This is an optimization exercise on Yosys and OpenROAD, whose aim is small area, a short achievable clock period and few clock cycles, not a production implementation. Only simulation tests tie the RTL to the original design; equivalence was not proved. Power is estimated from default activity; no workload was simulated.

==> flow/design.v <==
package rv32_pipeline_pkg;
  localparam int OPCODE_LSB = 0;
  localparam int OPCODE_MSB = 6;
  localparam int FUNCT3_LSB = 12;
  localparam int FUNCT3_MSB = 14;
  localparam int FUNCT7_LSB = 25;
  localparam int FUNCT7_MSB = 31;
  localparam int RD_LSB = 7 ;
  localparam int RD_MSB = 11;
  localparam int RS1_LSB = 15;
  localparam int RS1_MSB = 19;
  localparam int RS2_LSB = 20;
  localparam int RS2_MSB = 24;
  typedef enum logic[3:0] {
    ALU_ADD    = 4'b0000,
    ALU_SUB    = 4'b0001,
    ALU_SLL    = 4'b0010,  
    ALU_SRL    = 4'b0011,  
    ALU_SRA    = 4'b0100,  
    ALU_XOR    = 4'b0101,
    ALU_OR     = 4'b0110,
    ALU_AND    = 4'b0111,
    ALU_SLT    = 4'b1000,
    ALU_SLTU   = 4'b1001,
    ALU_PASS_B = 4'b1010
  } ALU_OPCODE;
  typedef enum logic {
    REGISTER_A  = 1'b0,
    PC_REGISTER = 1'b1
  } ALU_OPERAND_A_SRC;
  typedef enum logic[2:0] {
    REGISTER_B = 3'b000,
    IMMEDIATE  = 3'b001,
    PC_DEFAULT = 3'b010,
    CSR        = 3'b011,
    ZERO       = 3'b100
  } ALU_OPERAND_B_SRC;
  typedef enum logic[2:0] {
    I_TYPE = 3'b000,
    S_TYPE = 3'b001,
    B_TYPE = 3'b010,
    U_TYPE = 3'b011,
    J_TYPE = 3'b100
  } IMMEDIATE_SELECT;
  typedef enum logic[6:0] {
    MEM_LOAD_OP  = 7'b0000011,
    MEM_STORE_OP = 7'b0100011,
    IMMED_ARITH  = 7'b0010011,
    ARITH        = 7'b0110011,
    BRANCH       = 7'b1100011,
    JALR         = 7'b1100111,
    JAL          = 7'b1101111,
    SYSTEM       = 7'b1110011,
    LUI          = 7'b0110111,
    AUIPC        = 7'b0010111
  } OPCODE_DECODE;
  typedef struct packed {
    logic [31:0] instruction;
    logic [31:0] pc         ;
  } if_id_t;
  typedef logic [4:0] reg_addr_t;
  typedef logic [31:0] word_t;
    typedef enum logic [1:0] {
      FWD_NONE = 2'b00,
      FWD_MEM  = 2'b01,
      FWD_WB   = 2'b10
  } forward_sel_t;
  typedef struct packed {
    word_t            rs1_data        ;
    word_t            rs2_data        ;
    word_t            immediateValue  ;
    reg_addr_t        rs1             ;
    reg_addr_t        rs2             ;
    reg_addr_t        rd;
    ALU_OPCODE        alu_code        ;
    ALU_OPERAND_A_SRC operand_a_select;
    ALU_OPERAND_B_SRC operand_b_select;
    logic             regFile_we      ;
    logic             mem_read_en     ;
    logic             mem_write_en    ;
    logic             write_back_sel  ;
    forward_sel_t     fwd_rs1;
    forward_sel_t     fwd_rs2; 
    word_t instruction;
    logic branch_taken;
    word_t branch_pc;
    logic eq;
    logic lt;
    logic ltu;
    logic [2:0] funct3;
    logic is_branch;
  } id_ex_t;
  typedef struct packed {
    word_t      alu_result;
    word_t      mem_store_value;
    logic             mem_read_en     ;
    logic             mem_write_en    ;
    logic       regFile_we;
    reg_addr_t  rd;
    word_t instruction;
  } ex_mem_t;
  typedef struct packed {
    word_t      reg_store_value;
    logic       regFile_we;
    reg_addr_t  rd;
    word_t instruction;
  } mem_wb_t;
endpackage
`timescale 1ns / 1ps
import rv32_pipeline_pkg::*;
module ALU(
    operand_a,
    operand_b,
    opcode,
    result,
    zero,
    clk, 
    rst_n
    );
    input wire logic[31:0] operand_a;
    input wire logic[31:0] operand_b;
    input rv32_pipeline_pkg::ALU_OPCODE opcode;
    output logic[31:0] result;
    output logic zero;
    input wire logic clk;
    input wire logic rst_n;
    assign zero = ~(|result);
    always_comb begin
        case(opcode)
            ALU_ADD:
                result = operand_a + operand_b;
            ALU_SUB:
                result = operand_a - operand_b;
            ALU_SLL:
                result = operand_a << operand_b[4:0];
            ALU_SRL:
                result = operand_a >> operand_b[4:0];
            ALU_SRA:
                result = $unsigned($signed(operand_a) >>> operand_b[4:0]);
            ALU_XOR:
                result = operand_a ^ operand_b;
            ALU_OR:
                result = operand_a | operand_b;
            ALU_AND:
                result = operand_a & operand_b;
            ALU_SLT:
                result = $signed(operand_a) < $signed(operand_b);
            ALU_SLTU:
                result = $unsigned(operand_a) < $unsigned(operand_b);
            ALU_PASS_B:
                result = operand_b;
            default:
                result = 0;
        endcase
    end
endmodule
import rv32_pipeline_pkg::*;
module ImmediateExtander (
        input wire logic[31:0] instruction,
        input rv32_pipeline_pkg::IMMEDIATE_SELECT immediateSelect,   
        output logic[31:0] immediateValue
    );
    always_comb
    begin
        case(immediateSelect)
            I_TYPE:  
                immediateValue = {{20{instruction[31]}}, instruction[31:20]};
            S_TYPE:  
                immediateValue = {{20{instruction[31]}}, instruction[31:25], instruction[11:7]};
            B_TYPE:  
                immediateValue = {{19{instruction[31]}}, instruction[31], instruction[7], instruction[30:25], instruction[11:8], 1'b0};
            U_TYPE:  
                immediateValue = {instruction[31:12], 12'b0};
            J_TYPE:  
                immediateValue =  {{11{instruction[31]}}, instruction[31], instruction[19:12], instruction[20], instruction[30:21], 1'b0};
            default:
                immediateValue = 32'b0;
        endcase
    end
endmodule
module RegisterFile(
        input wire logic clk,
        input wire logic rst_n,
        input wire logic[4:0] rs1,
        input wire logic[4:0] rs2,
        output logic[31:0] rs1_data,
        output logic[31:0] rs2_data,
        input wire logic[4:0] rd,
        input wire logic[31:0] rd_data,
        input wire logic write_enable
    );
    logic[31:0] registers[32];
    always_comb
    begin
        rs1_data = (rs1 == 0) ? 32'b0 : (write_enable && rs1 == rd) ? rd_data : registers[rs1];
        rs2_data = (rs2 == 0) ? 32'b0 : (write_enable && rs2 == rd) ? rd_data : registers[rs2];
    end
    always_ff @(posedge clk)
    begin
            if (write_enable && rd != 0)
                registers[rd] <= rd_data;
    end
endmodule
import rv32_pipeline_pkg::*;
module PL_RV32_Controller(
        clk,
        rst_n,
        id_funct3,
        id_funct7,
        id_opcode,
        reg_write_en,
        mem_read_en,
        mem_write_en,
        alu_op,
        alu_src_a_sel,
        alu_src_b_sel,
        imm_sel,
        write_back_sel,
        is_branch,
        funct3
    );
    input wire logic clk;
    input wire logic rst_n;
    input wire logic [2:0] id_funct3;
    input wire logic [6:0] id_funct7;
    input wire logic [6:0] id_opcode;
    output logic reg_write_en;
    output logic mem_read_en;
    output logic mem_write_en;
    output rv32_pipeline_pkg::ALU_OPCODE alu_op;
    output rv32_pipeline_pkg::ALU_OPERAND_A_SRC alu_src_a_sel;
    output rv32_pipeline_pkg::ALU_OPERAND_B_SRC alu_src_b_sel;
    output rv32_pipeline_pkg::IMMEDIATE_SELECT imm_sel;
    output logic write_back_sel;
    output logic is_branch;
    output logic[2:0] funct3;
    assign funct3 = id_funct3;
    assign is_branch = (id_opcode == BRANCH) ? 1'b1 : 1'b0;
    always_comb
    begin
        imm_sel = I_TYPE;
        case(id_opcode)
            MEM_LOAD_OP:
                imm_sel = I_TYPE;
            IMMED_ARITH:
                imm_sel = I_TYPE;
            BRANCH:
                imm_sel = B_TYPE;
            JAL:
                imm_sel = J_TYPE;
            JALR:
                imm_sel = I_TYPE;
            MEM_STORE_OP:
                imm_sel = S_TYPE;
            LUI:
                imm_sel = U_TYPE;
            AUIPC:
                imm_sel = U_TYPE;
        endcase
    end
    always_comb
    begin
        alu_src_a_sel = REGISTER_A;
        case(id_opcode)
            IMMED_ARITH:
                alu_src_a_sel = REGISTER_A;
        endcase
    end
    always_comb
    begin
        alu_src_b_sel = IMMEDIATE;
        case(id_opcode)
            ARITH:
                alu_src_b_sel = REGISTER_B;
            default:
                alu_src_b_sel = IMMEDIATE;
        endcase
    end
    rv32_pipeline_pkg::ALU_OPCODE arithmetic_opcode;
    always_comb begin
        arithmetic_opcode = ALU_ADD;
        case (id_funct3)
            3'h0:
                if(id_funct7 == 7'h0)
                    arithmetic_opcode = ALU_ADD;
                else if(id_funct7 == 7'h20 && id_opcode == ARITH)
                    arithmetic_opcode = ALU_SUB;
            3'h1:
                if (id_funct7 == 7'h0)
                    arithmetic_opcode = ALU_SLL;
            3'h2:
                arithmetic_opcode = ALU_SLT;
            3'h3:
                arithmetic_opcode = ALU_SLTU;
            3'h4:
                arithmetic_opcode = ALU_XOR;
            3'h5:
                if(id_funct7 == 7'h0)
                    arithmetic_opcode = ALU_SRL;
                else if(id_funct7 == 7'h20)
                    arithmetic_opcode = ALU_SRA;
            3'h6:
                arithmetic_opcode = ALU_OR;
            3'h7:
                arithmetic_opcode = ALU_AND;
            default: arithmetic_opcode = ALU_ADD;
        endcase
    end
    always_comb begin
        case(id_opcode)
            MEM_STORE_OP:
                alu_op = ALU_ADD;
            MEM_LOAD_OP:
                alu_op = ALU_ADD;
            ARITH:
                alu_op = arithmetic_opcode;
            IMMED_ARITH:
                alu_op = arithmetic_opcode;
            LUI:
                alu_op = ALU_PASS_B;
            default
                alu_op = ALU_ADD;
        endcase
    end
    assign mem_read_en =  (id_opcode == MEM_LOAD_OP ) ? 1'b1 : 1'b0;
    assign mem_write_en = (id_opcode == MEM_STORE_OP) ? 1'b1 : 1'b0;
    assign write_back_sel = (id_opcode == MEM_LOAD_OP ) ? 1'b1 : 1'b0;
    always_comb begin
        case(id_opcode)
            MEM_LOAD_OP:
                reg_write_en = 1'b1;
            ARITH:
                reg_write_en = 1'b1;
            IMMED_ARITH:
                reg_write_en = 1'b1;
            LUI:
                reg_write_en = 1'b1;
            default:
                reg_write_en = 1'b0;
        endcase
    end
endmodule
import rv32_pipeline_pkg::*;
module Hazard_Unit (
    clk,
    rst_n,
    if_id_rs1,
    if_id_rs2,
    id_ex_rd,
    ex_mem_rd,
    mem_wb_rd,
    id_ex_regwrite,
    ex_mem_regwrite,
    mem_wb_regwrite,
    id_ex_mem_read_en,
    branch_taken,
    pc_stall,
    if_id_stall,
    id_ex_stall,
    if_id_bubble,
    id_ex_bubble,
    ex_mem_bubble,
    forward_rs1,
    forward_rs2
);
    input wire logic clk;
    input wire logic rst_n;
    input rv32_pipeline_pkg::reg_addr_t if_id_rs1;
    input rv32_pipeline_pkg::reg_addr_t if_id_rs2;
    input rv32_pipeline_pkg::reg_addr_t id_ex_rd;
    input rv32_pipeline_pkg::reg_addr_t ex_mem_rd;
    input rv32_pipeline_pkg::reg_addr_t mem_wb_rd;
    input wire logic id_ex_regwrite;
    input wire logic ex_mem_regwrite;
    input wire logic mem_wb_regwrite;
    input wire logic id_ex_mem_read_en;
    input wire logic branch_taken;
    output logic pc_stall;
    output logic if_id_stall;
    output logic id_ex_stall;
    output logic if_id_bubble;
    output logic id_ex_bubble;
    output logic ex_mem_bubble;
    output rv32_pipeline_pkg::forward_sel_t forward_rs1;
    output rv32_pipeline_pkg::forward_sel_t forward_rs2;
    logic load_use_next;
    logic load_use;
    always_comb begin
        load_use_next = 1'b0;
        if(id_ex_rd == if_id_rs1 || id_ex_rd == if_id_rs1)
            if(id_ex_mem_read_en)
                load_use_next = 1'b1;
            else
                load_use_next = 1'b0;
        else
            load_use_next = 1'b0;
    end
    always_ff @(posedge clk) begin
        if(rst_n)
            load_use <= 1'b0;
        else 
            load_use <= load_use_next;
    end
    logic rst1_raw_hazard;
    logic rst2_raw_hazard;
    logic raw_hazard;
    assign raw_hazard = rst1_raw_hazard | rst2_raw_hazard;
    assign pc_stall = ((load_use || (raw_hazard && !branch_taken))) ? 1'b1 : 0;
    assign if_id_stall = ((load_use || (raw_hazard && !branch_taken)) ) ? 1'b1 : 0;
    assign id_ex_stall = (load_use) ? 1'b1 : 0;
    assign if_id_bubble = (branch_taken) ? 1'b1 : 1'b0;
    assign ex_mem_bubble = (load_use) ? 1'b1 : 0;
    assign id_ex_bubble = (raw_hazard || branch_taken) ? 1'b1 : 0;
    always_comb begin
        forward_rs1 = FWD_NONE;
        rst1_raw_hazard = 1'b0;
       if (if_id_rs1 != 5'b0) begin
           if(if_id_rs1 == id_ex_rd && id_ex_mem_read_en)
                rst1_raw_hazard = 1'b1;
           else if(if_id_rs1 == id_ex_rd && id_ex_regwrite)
                rst1_raw_hazard = 1'b1;
           else if (if_id_rs1 == ex_mem_rd && ex_mem_regwrite)
                rst1_raw_hazard = 1'b1;
       end
    end
    always_comb begin
        forward_rs2 = FWD_NONE;
        rst2_raw_hazard = 1'b0;
       if (if_id_rs2 != 5'b0) begin
           if(if_id_rs2 == id_ex_rd && id_ex_mem_read_en)
               rst2_raw_hazard = 1'b1;
           if(if_id_rs2 == id_ex_rd && id_ex_regwrite)
               rst2_raw_hazard = 1'b1;
           else if (if_id_rs2 == ex_mem_rd && ex_mem_regwrite)
               rst2_raw_hazard = 1'b1;
       end
    end
endmodule
`timescale 1ns / 1ps
`default_nettype none
import rv32_pipeline_pkg::*;
module risc_v_pipeline(
        clk,
        rst_n,
        instruction,
        pc,
        mem_address,
        mem_write_data,
        mem_write_en,
        mem_read_data,
        mem_read_en
    );
    parameter PC_RESET_VALUE = 32'h00000000;
    input wire logic clk;
    input wire logic rst_n;
    input rv32_pipeline_pkg::word_t instruction;
    output rv32_pipeline_pkg::word_t pc;
    output rv32_pipeline_pkg::word_t mem_address;
    output rv32_pipeline_pkg::word_t mem_write_data;
    output logic mem_write_en;
    input rv32_pipeline_pkg::word_t mem_read_data;
    output logic mem_read_en;
    (* max_fanout = 32 *) logic rst;
    assign rst = ~rst_n;
    (* max_fanout = 16 *)rv32_pipeline_pkg::if_id_t if_id_reg;
    logic pc_stall;
    logic if_id_stall;
    logic if_id_bubble;
    always_ff @(posedge clk) begin
        if(rst)
            if_id_reg <= '0;
        else begin
            if(if_id_stall) begin
                if_id_reg.instruction <= if_id_reg.instruction;
                if_id_reg.pc <= if_id_reg.pc;
            end
            else if(if_id_bubble) begin
                if_id_reg.instruction <= 32'h00000013;  
                if_id_reg.pc <= pc;
            end else if(!if_id_stall) begin
                if_id_reg.instruction <= instruction;
                if_id_reg.pc <= pc;
            end
        end
    end
    rv32_pipeline_pkg::word_t pc_next;
    always_comb begin  
        pc_next = pc + 4;
    end
    logic branch_taken;
    rv32_pipeline_pkg::word_t branch_pc;
    rv32_pipeline_pkg::id_ex_t id_ex_reg;
    always_ff @(posedge clk)
        if(rst)
            pc <= PC_RESET_VALUE;
        else if (pc_stall)
            pc <= pc;
        else if (branch_taken)
           pc <= id_ex_reg.branch_pc;
        else
            pc <= pc_next;
    rv32_pipeline_pkg::reg_addr_t id_rs1, id_rs2, id_rd;
    logic [2:0] id_funct3;
    logic [6:0] id_funct7;
    logic [6:0] id_opcode;
    assign id_rs1 = if_id_reg.instruction[RS1_MSB:RS1_LSB];
    assign id_rs2 = if_id_reg.instruction[RS2_MSB:RS2_LSB];
    assign id_rd = if_id_reg.instruction[RD_MSB:RD_LSB];
    assign id_funct3 = if_id_reg.instruction[FUNCT3_MSB:FUNCT3_LSB];
    assign id_funct7 = if_id_reg.instruction[FUNCT7_MSB:FUNCT7_LSB];
    assign id_opcode = if_id_reg.instruction[OPCODE_MSB:OPCODE_LSB];
    rv32_pipeline_pkg::ALU_OPCODE alu_op;
    rv32_pipeline_pkg::ALU_OPERAND_A_SRC alu_src_a_sel;
    rv32_pipeline_pkg::ALU_OPERAND_B_SRC alu_src_b_sel;
    rv32_pipeline_pkg::IMMEDIATE_SELECT imm_sel;
    logic write_back_sel;
    logic reg_write_en;
    logic id_mem_read_en;
    logic id_mem_write_en;
    logic [2:0] funct3;
    logic is_branch;
    PL_RV32_Controller controller(
        .clk(clk),
        .rst_n(rst),
        .id_funct3(id_funct3),
        .id_funct7(id_funct7),
        .id_opcode(id_opcode),
        .alu_op(alu_op),
        .alu_src_a_sel(alu_src_a_sel),
        .alu_src_b_sel(alu_src_b_sel),
        .imm_sel(imm_sel),
        .write_back_sel(write_back_sel),
        .mem_read_en(id_mem_read_en),
        .mem_write_en(id_mem_write_en),
        .reg_write_en(reg_write_en),
        .is_branch(is_branch),
        .funct3(funct3)
    );
    rv32_pipeline_pkg::word_t rs1_data;
    rv32_pipeline_pkg::word_t rs2_data;
    rv32_pipeline_pkg::mem_wb_t mem_wb_reg;
    RegisterFile regFile(.clk(clk), .rst_n(rst_n), .rs1(id_rs1), .rs2(id_rs2), .rs1_data(rs1_data), .rs2_data(rs2_data), .rd(mem_wb_reg.rd), .rd_data(mem_wb_reg.reg_store_value), .write_enable(mem_wb_reg.regFile_we));
    rv32_pipeline_pkg::word_t immediateValue;
    ImmediateExtander immedExtand(.instruction(if_id_reg.instruction), .immediateSelect(imm_sel), .immediateValue(immediateValue));
    logic id_ex_stall;
    logic id_ex_bubble;
    rv32_pipeline_pkg::forward_sel_t fwd_rs1;
    rv32_pipeline_pkg::forward_sel_t fwd_rs2;
    logic eq, lt, ltu;
    assign eq = (rs1_data == rs2_data);
    assign lt = ($signed(rs1_data) < $signed(rs2_data));
    assign ltu = ($unsigned(rs1_data) < $unsigned(rs2_data));
    assign branch_taken = id_ex_reg.is_branch & (
        (id_ex_reg.funct3 == 3'b000 && id_ex_reg.eq)   |
        (id_ex_reg.funct3 == 3'b001 && !id_ex_reg.eq)  |
        (id_ex_reg.funct3 == 3'b100 && id_ex_reg.lt)   |
        (id_ex_reg.funct3 == 3'b101 && !id_ex_reg.lt)  |
        (id_ex_reg.funct3 == 3'b110 && id_ex_reg.ltu)  |
        (id_ex_reg.funct3 == 3'b111 && !id_ex_reg.ltu)  
    );
    rv32_pipeline_pkg::word_t branch_imm;
    assign branch_imm = {{19{if_id_reg.instruction[31]}}, if_id_reg.instruction[31], if_id_reg.instruction[7], if_id_reg.instruction[30:25], if_id_reg.instruction[11:8], 1'b0};
    assign branch_pc = if_id_reg.pc + branch_imm;
    always_ff @(posedge clk) begin
        if(rst)
            id_ex_reg <= '0;
        else begin
            if(id_ex_stall) begin
            end else if (id_ex_bubble) begin
                id_ex_reg.rs1 <= 5'b0;
                id_ex_reg.rs1_data <= 32'b0;
                id_ex_reg.rs2 <= 5'b0;
                id_ex_reg.rs2_data <= 32'b0;
                id_ex_reg.rd <= 5'b0;
                id_ex_reg.immediateValue <= 32'h0;
                id_ex_reg.alu_code <= ALU_ADD;
                id_ex_reg.operand_a_select <= REGISTER_A;
                id_ex_reg.operand_b_select <= IMMEDIATE;
                id_ex_reg.regFile_we <= 1'b0;
                id_ex_reg.mem_read_en <= 1'b0;
                id_ex_reg.mem_write_en <= 1'b0;
                id_ex_reg.write_back_sel <= 1'b0;
                id_ex_reg.instruction <= 32'h00000013;
                id_ex_reg.branch_pc <= 32'h0;
                id_ex_reg.eq <= 1'b0;
                id_ex_reg.lt <= 1'b0;
                id_ex_reg.ltu <= 1'b0;
                id_ex_reg.is_branch <= 1'b0;
                id_ex_reg.funct3 <= 3'b0;
            end else begin
                id_ex_reg.rs1 <= id_rs1;
                id_ex_reg.rs1_data <= rs1_data;
                id_ex_reg.rs2 <= id_rs2;
                id_ex_reg.rs2_data <= rs2_data;
                id_ex_reg.rd <= id_rd;
                id_ex_reg.immediateValue <= immediateValue;
                id_ex_reg.alu_code <= alu_op;
                id_ex_reg.operand_a_select <= alu_src_a_sel;
                id_ex_reg.operand_b_select <= alu_src_b_sel;
                id_ex_reg.regFile_we <= reg_write_en;
                id_ex_reg.mem_read_en <= id_mem_read_en;
                id_ex_reg.mem_write_en <= id_mem_write_en;
                id_ex_reg.write_back_sel <= write_back_sel;
                id_ex_reg.fwd_rs1 <= fwd_rs1;
                id_ex_reg.fwd_rs2 <= fwd_rs2;
                id_ex_reg.instruction <= if_id_reg.instruction;
                id_ex_reg.branch_pc <= branch_pc;
                id_ex_reg.eq <= eq;
                id_ex_reg.lt <= lt;
                id_ex_reg.ltu <= ltu;
                id_ex_reg.is_branch <= is_branch;
                id_ex_reg.funct3 <= funct3;
            end
        end
    end
    rv32_pipeline_pkg::word_t alu_result;
    logic zero_result;
    rv32_pipeline_pkg::word_t operand_a;
    rv32_pipeline_pkg::word_t fwd_operand_a;
    rv32_pipeline_pkg::word_t operand_b;
    rv32_pipeline_pkg::word_t fwd_operand_b;
    ALU alu(.clk(clk), .rst_n(rst), .operand_a(operand_a), .operand_b(operand_b), .opcode(id_ex_reg.alu_code), .result(alu_result), .zero(zero_result));
    always_comb begin
        case(id_ex_reg.operand_a_select)
            REGISTER_A:
                operand_a = fwd_operand_a;
            default:
                operand_a = fwd_operand_a;
        endcase
    end
    always_comb begin
        case(id_ex_reg.fwd_rs1)
            FWD_NONE:
                fwd_operand_a = id_ex_reg.rs1_data;
            FWD_MEM:
                fwd_operand_a = ex_mem_reg.alu_result;
            FWD_WB:
                fwd_operand_a = mem_wb_reg.reg_store_value;
            default:
                fwd_operand_a = id_ex_reg.rs1_data;
        endcase
    end
    always_comb begin
        case(id_ex_reg.fwd_rs2)
            FWD_NONE:
                fwd_operand_b = id_ex_reg.rs2_data;
            FWD_MEM:
                fwd_operand_b = ex_mem_reg.alu_result;
            FWD_WB:
                fwd_operand_b = mem_wb_reg.reg_store_value;
            default:
                fwd_operand_b = id_ex_reg.rs2_data;
        endcase
    end
    always_comb begin
        case(id_ex_reg.operand_b_select)
            REGISTER_B:
                operand_b = fwd_operand_b;
            IMMEDIATE:
                operand_b = id_ex_reg.immediateValue;
            ZERO:
                operand_b = 32'b0;
            default:
                operand_b = fwd_operand_b;
        endcase
    end
    rv32_pipeline_pkg::ex_mem_t ex_mem_reg;
    logic ex_mem_bubble;
    always_ff @(posedge clk) begin
        if(rst)
            ex_mem_reg <= '0;
        else begin
                if(ex_mem_bubble) begin
                    ex_mem_reg.alu_result <= 32'h0;
                    ex_mem_reg.regFile_we <= 1'b0;
                    ex_mem_reg.rd <= 5'b0;
                    ex_mem_reg.mem_store_value <= 32'h0;
                    ex_mem_reg.mem_write_en <= 32'h0;
                    ex_mem_reg.mem_read_en <= 32'h0;
                    ex_mem_reg.instruction <= 32'h00000013;
                end else begin
                    ex_mem_reg.alu_result <= alu_result;
                    ex_mem_reg.regFile_we <= id_ex_reg.regFile_we;
                    ex_mem_reg.rd <= id_ex_reg.rd;
                    ex_mem_reg.mem_store_value <= id_ex_reg.rs2_data;
                    ex_mem_reg.mem_write_en <= id_ex_reg.mem_write_en;
                    ex_mem_reg.mem_read_en <= id_ex_reg.mem_read_en;
                    ex_mem_reg.instruction <= id_ex_reg.instruction;
                end
        end
    end
        rv32_pipeline_pkg::word_t store_value;
        assign store_value = (ex_mem_reg.mem_read_en == 1'b1) ? mem_read_data : ex_mem_reg.alu_result;
        assign mem_address = ex_mem_reg.alu_result;
        assign mem_write_data = ex_mem_reg.mem_store_value;
        assign mem_write_en = ex_mem_reg.mem_write_en;
        assign mem_read_en = ex_mem_reg.mem_read_en;
        always_ff @(posedge clk) begin
            if(rst)
                mem_wb_reg <= '0;
            else begin
                mem_wb_reg.reg_store_value <= store_value;
                mem_wb_reg.regFile_we <= ex_mem_reg.regFile_we;
                mem_wb_reg.rd <= ex_mem_reg.rd;
                mem_wb_reg.instruction <= ex_mem_reg.instruction;
            end
        end
    Hazard_Unit hazard_unit(
        .clk(clk),
        .rst_n(rst),
        .if_id_rs1(id_rs1),
        .if_id_rs2(id_rs2),
        .id_ex_rd(id_ex_reg.rd),
        .ex_mem_rd(ex_mem_reg.rd),
        .id_ex_regwrite(id_ex_reg.regFile_we),
        .ex_mem_regwrite(ex_mem_reg.regFile_we),
        .id_ex_mem_read_en(id_ex_reg.mem_read_en),
        .branch_taken(branch_taken),
        .pc_stall(pc_stall),
        .if_id_stall(if_id_stall),
        .id_ex_stall(id_ex_stall),
        .if_id_bubble(if_id_bubble),
        .ex_mem_bubble(ex_mem_bubble),
        .id_ex_bubble(id_ex_bubble),
        .forward_rs1(fwd_rs1),
        .forward_rs2(fwd_rs2)
    );
endmodule
==> flow/run.sh <==
#!/bin/bash
# synth_recipe.tcl (not shown) runs the flow's synth.tcl, then flattens the netlist and writes it again
# the make line also repeats each setting of config.mk as NAME=value (left out here)
make -C /OpenROAD-flow-scripts/flow DESIGN_CONFIG=/design/flow/config.mk WORK_HOME=/design/flow/orfs CLKGATE_MAP_FILE= SYNTH_SCRIPT=/design/flow/synth_recipe.tcl finish
==> flow/config.mk <==
export PLATFORM = sky130hd
export DESIGN_NAME = risc_v_pipeline
export DESIGN_NICKNAME = risc_v_pipeline
export VERILOG_FILES = /design/flow/design.v
export SDC_FILE = /design/flow/constraint.sdc
export NUM_CORES = 4
export LEC_CHECK = 0
export CAP_MARGIN = 20
export CORE_MARGIN = 2
export CORE_UTILIZATION = 40
export SLEW_MARGIN = 20
==> flow/constraint.sdc <==
create_clock -name core_clock -period 7.0 [get_ports {clk}]
set_input_delay 1.4000 -clock core_clock [delete_from_list [all_inputs] [get_ports {clk}]]
set_output_delay 1.4000 -clock core_clock [all_outputs]
set_load 0.01 [all_outputs]
==> run_results.csv <==
group,metric,value,unit
cells_and_area,multiInputGateArea,32410,um^2
cells_and_area,design_area,81950,um^2
yosys,yosysWarnings,6,
floorplanning,die-area,184700,um^2
setup_path,r2r_slack,1.65,ns
timing,slew_viol_final,0,
power_and_ir_drop,p_comb_share,14.1,%
timing,final.setup.tns,0,ns
clocking,numCtsBuffers,150,
yosys,post_synth_main_area_contributors,"edfxtp_1 42%, mux4_2 20%, dfxtp_1 10%",
timing,layout_min_cycle_time,5.352,ns
yosys,ys_ff_latch,1389,
place,placedCellCount,7505,
yosys,synth_most_common_cell,"edfxtp_1",
clocking,clk_transition_reported_paths,0.06,ns
place,place.port_buffers,163,
floorplanning,io_pins,164,
yosys,synth_top_area_share,42.41,%
yosys,synth_cells,5252,
grt,grt_overflow,0,
yosys,yosysSeqAreaShare,52.49,%
grt,grt_pass1_wl,356700,um
timing,finalCritPeriodShare,76.46,%
yosys,synthTopCellsByCount,"1024 x edfxtp_1, 652 x mux4_2, 402 x nor2_1, 365 x dfxtp_1, 349 x nand2_1",
clocking,cts.sinks,1389,
grt,grt_max_degree,92,
timing,fmax,186.8,MHz
yosys,synth_adder_area_share,2.844,%
place,dp_hpwl,163800,um
clocking,cts_max_level,4,
setup_path,cp_data_required_time,7.67,ns
setup_path,cp_max_fo,40,
routing,dr_total_vias,50092,
yosys,yosys.area_share.simple,7.026,%
power_and_ir_drop,power,20300,uW
timing,max_slew_margin,17.25,%
routing,routed_wl,251300,um
setup_path,worstSetupEndpointType,"flop",
timing,worst_slew_pin_slew,1.230,ns
floorplanning,core.rowCount,156,
yosys,synth_compound_area_share,9.430,%
yosys,syn_avg_cell_area,13.80,um^2
clocking,postCtsSetupBuffers,0,
routing,viasPerCell,6.429,
clocking,cts_hold_buf,0,
cells_and_area,area_delta_synth_final,13.03,%
yosys,ys_types,104,
hold_path,hold_class,"reg -> reg",
status,outcome,"finished clean",
routing,wire_per_inst,32.25,um
clocking,post_cts_resized,0,
floorplanning,die_h,429.7,um
yosys,yosysTopAreaCell,"edfxtp_1",
place,gp_congestion,0.9947,
cells_and_area,layout-drive-gt1-share,22.11,%
floorplanning,core,180400,um^2
yosys,synthArstFlopShare,0,%
power_and_ir_drop,switching_share,27.14,%
cells_and_area,nNetsFinal,5516,
timing,finClkSkew,0.03240,ns
job,maxCapViolCount,0,
power_and_ir_drop,powerDensity,247.8,nW/um^2
clocking,clock_latency,0.81,ns
yosys,netlist_area,72500,um^2
cells_and_area,n_fill_cell,15941,
power_and_ir_drop,power.share.sequential,46.3,%
setup_path,worstSetupPathType,"reg -> reg",
floorplanning,initial_core_util,40.20,%
floorplanning,fp.dieW,429.7,um
power_and_ir_drop,switchingPower,5512,uW
routing,dr.pass1.iters,6,
power_and_ir_drop,p_leak,0.02764,uW
routing,drc,0,
grt,antenna_found_initial,18,
yosys,synth_ff_type,"edfxtp_1",
setup_path,endpoint,"id_ex_reg[5]",
place,postPlaceCellArea,76890,um^2
routing,drtIter0Drc,6646,
yosys,synth_edf_count,1024,
setup_path,r2r_cells,13,
yosys,synth_xor_area_share,0.8336,%
setup_path,timing.rr.end,"id_ex_reg[5]",
power_and_ir_drop,ir_drop,0.2598,mV
timing,rsz0062_at_grt,"no",
grt,grtUsageTotal,26.73,%
timing,setup_viol,0,
timing,whs,0.4523,ns
clocking,root_buffer,"clkbuf_16",
cells_and_area,largest_register_ffs,1024,
yosys,synth_top_family_by_area,"multiplexers",
cells_and_area,seq_area,38120,um^2
power_and_ir_drop,clock_power_share,39.7,%
clocking,clock_path_buffers,3,
clocking,cts_tree,"done",
setup_path,arrival,6.02,ns
power_and_ir_drop,internal_power,14790,uW
cells_and_area,fin_cells,7792,
setup_path,start_kind,"flop",
timing,hold_viol_final,0,
grt,grt_pass1_vias,48355,
routing,ant_nets,0,
yosys,synth.mux.area_fraction,23.85,%
[cell families (layout without fill, tap and decap cells)]
| family | after synthesis | count (layout) |
|---|---|---|
| DFF | 1389 | 1389 |
| and+or+nand+nor | 1124 | 1124 |
| AOI/OAI and AO/OA | 1022 | 1022 |
| muxes | 906 | 906 |
| buffers and inverters | 578 | 708 |
| adders and majority gates | 163 | 163 |
| xor gates and xnor gates | 69 | 69 |
| other | 1 | 41 |
[how the worst min path moves through the flow]
stage	cells past startpoint	to	start
final	2	pc[0]	id_ex_reg[7]
after global routing	2	id_ex_reg[30]	id_ex_reg[30]
after CTS	2	pc[0]	id_ex_reg[7]
after detailed placement	2	id_ex_reg[28]	id_ex_reg[28]
after global placement	2	if_id_reg[0]	if_id_reg[0]
after floorplan	2	id_ex_reg[32]	id_ex_reg[32]
[worst max-delay path, stage by stage, from the launching register on]
cell and delay (ns):
dfxtp_4 0.71, buf_4 0.79, mux4_2 0.60, mux4_2 0.49, mux2i_1 0.28, nand2_1 0.09
o211ai_1 0.17, ha_1 0.24, nand4_1 0.13, nor4_1 1.05, o211ai_1 0.19, nand3b_1 0.20
xnor2_1 0.14, o21ai_0 0.10
[placed cells by master (no fill, tap or decap), types with 28 or more instances in the layout]
cell type / synthesis / layout
a211oi_1: 64 / 62
a21o_1: 41 / 41
a21oi_1: 274 / 274
a22o_1: 35 / 35
a22oi_1: 60 / 60
a31oi_1: 37 / 37
and3_1: 58 / 58
buf_4: 68 / 140
clkbuf_16: 0 / 156
clkdlybuf4s50_1: 0 / 162
clkinv_2: 0 / 28
conb_1: 1 / 32
dfxtp_1: 365 / 330
edfxtp_1: 1024 / 1024
ha_1: 160 / 160
inv_1: 106 / 106
mux2i_1: 231 / 228
mux4_2: 652 / 652
nand2_1: 349 / 349
nand3_1: 59 / 57
nor2_1: 402 / 369
nor2_4: 0 / 35
nor3_1: 77 / 74
o211ai_1: 63 / 63
o21ai_0: 176 / 176
o22ai_1: 37 / 37
xnor2_1: 30 / 30
xor2_1: 39 / 39
[area by class of cell]
type                            instances  share of cell area (%)
Sequential cell                      1389                   46.52
Multi-Input combinational cell       3316                   39.55
Clock buffer                          191                   5.048
Timing Repair Buffer                  319                   3.658
Tap cell                             2370                   3.619
Clock inverter                         87                   1.060
Inverter                              111                  0.5176
Antenna cell                            9                 0.02748
[power groups by stage]
| stage | registers [uW] | clock network, uW | logic, uW |
|---|---|---|---|
| 2_1_floorplan | 9340 | 0 | 1920 |
| 3_3_place_gp | 9560 | 0 | 2790 |
| 3_5_place_dp | 9560 | 0 | 2800 |
| 4_1_cts | 9390 | 8160 | 2810 |
| 5_1_grt | 9410 | 8480 | 3020 |
| 6_report | 9400 | 8050 | 2860 |
[metrics by stage]
stage                     worst slack (ns)  utilization [%]
after floorplan                      2.543                -
after detailed placement             1.672            42.63
after global placement               1.642            42.63
after CTS                            1.679            45.41
after global routing                 1.462            45.43
final                                1.648            45.44
[routing by layer]
layer,share of wire (%),GRT usage [%],vias up
met4,4.9,12.09,10
met5,0.025,0,-
met2,46,41.99,2761
li1,-,-,20890
met3,8.9,4.696,504
met1,40,36.35,25927
Testbench counts, summed over its fixed seeds: cycles 10,626.

[port drivers added, routing unchanged]
How much do the figures lean on ideal ports? The routed layout below was timed once more, with nothing changed but the port constraints.
Step 1: set_driving_cell puts a clkbuf_16 on clk and a buf_2 on each other input, an assumption about the parent block.
Step 2 moves the port delays by t, midway between the first and last clock arrival at a register: inputs arrive t later, outputs are due t later. That takes back most of the time a late clock gives input paths.
Three values: ideal ports, drivers, drivers and shift; two values: the first two.
shift t [ns]: 0.870
setup slack, ns: 1.648 / 1.648 / 1.648
pins driven straight from the clock port: 1
After both steps setup and hold are still met in this run. For this run, drivers alone change the setup slack by 0.000 ns; drivers and shift together by 0.000 ns.
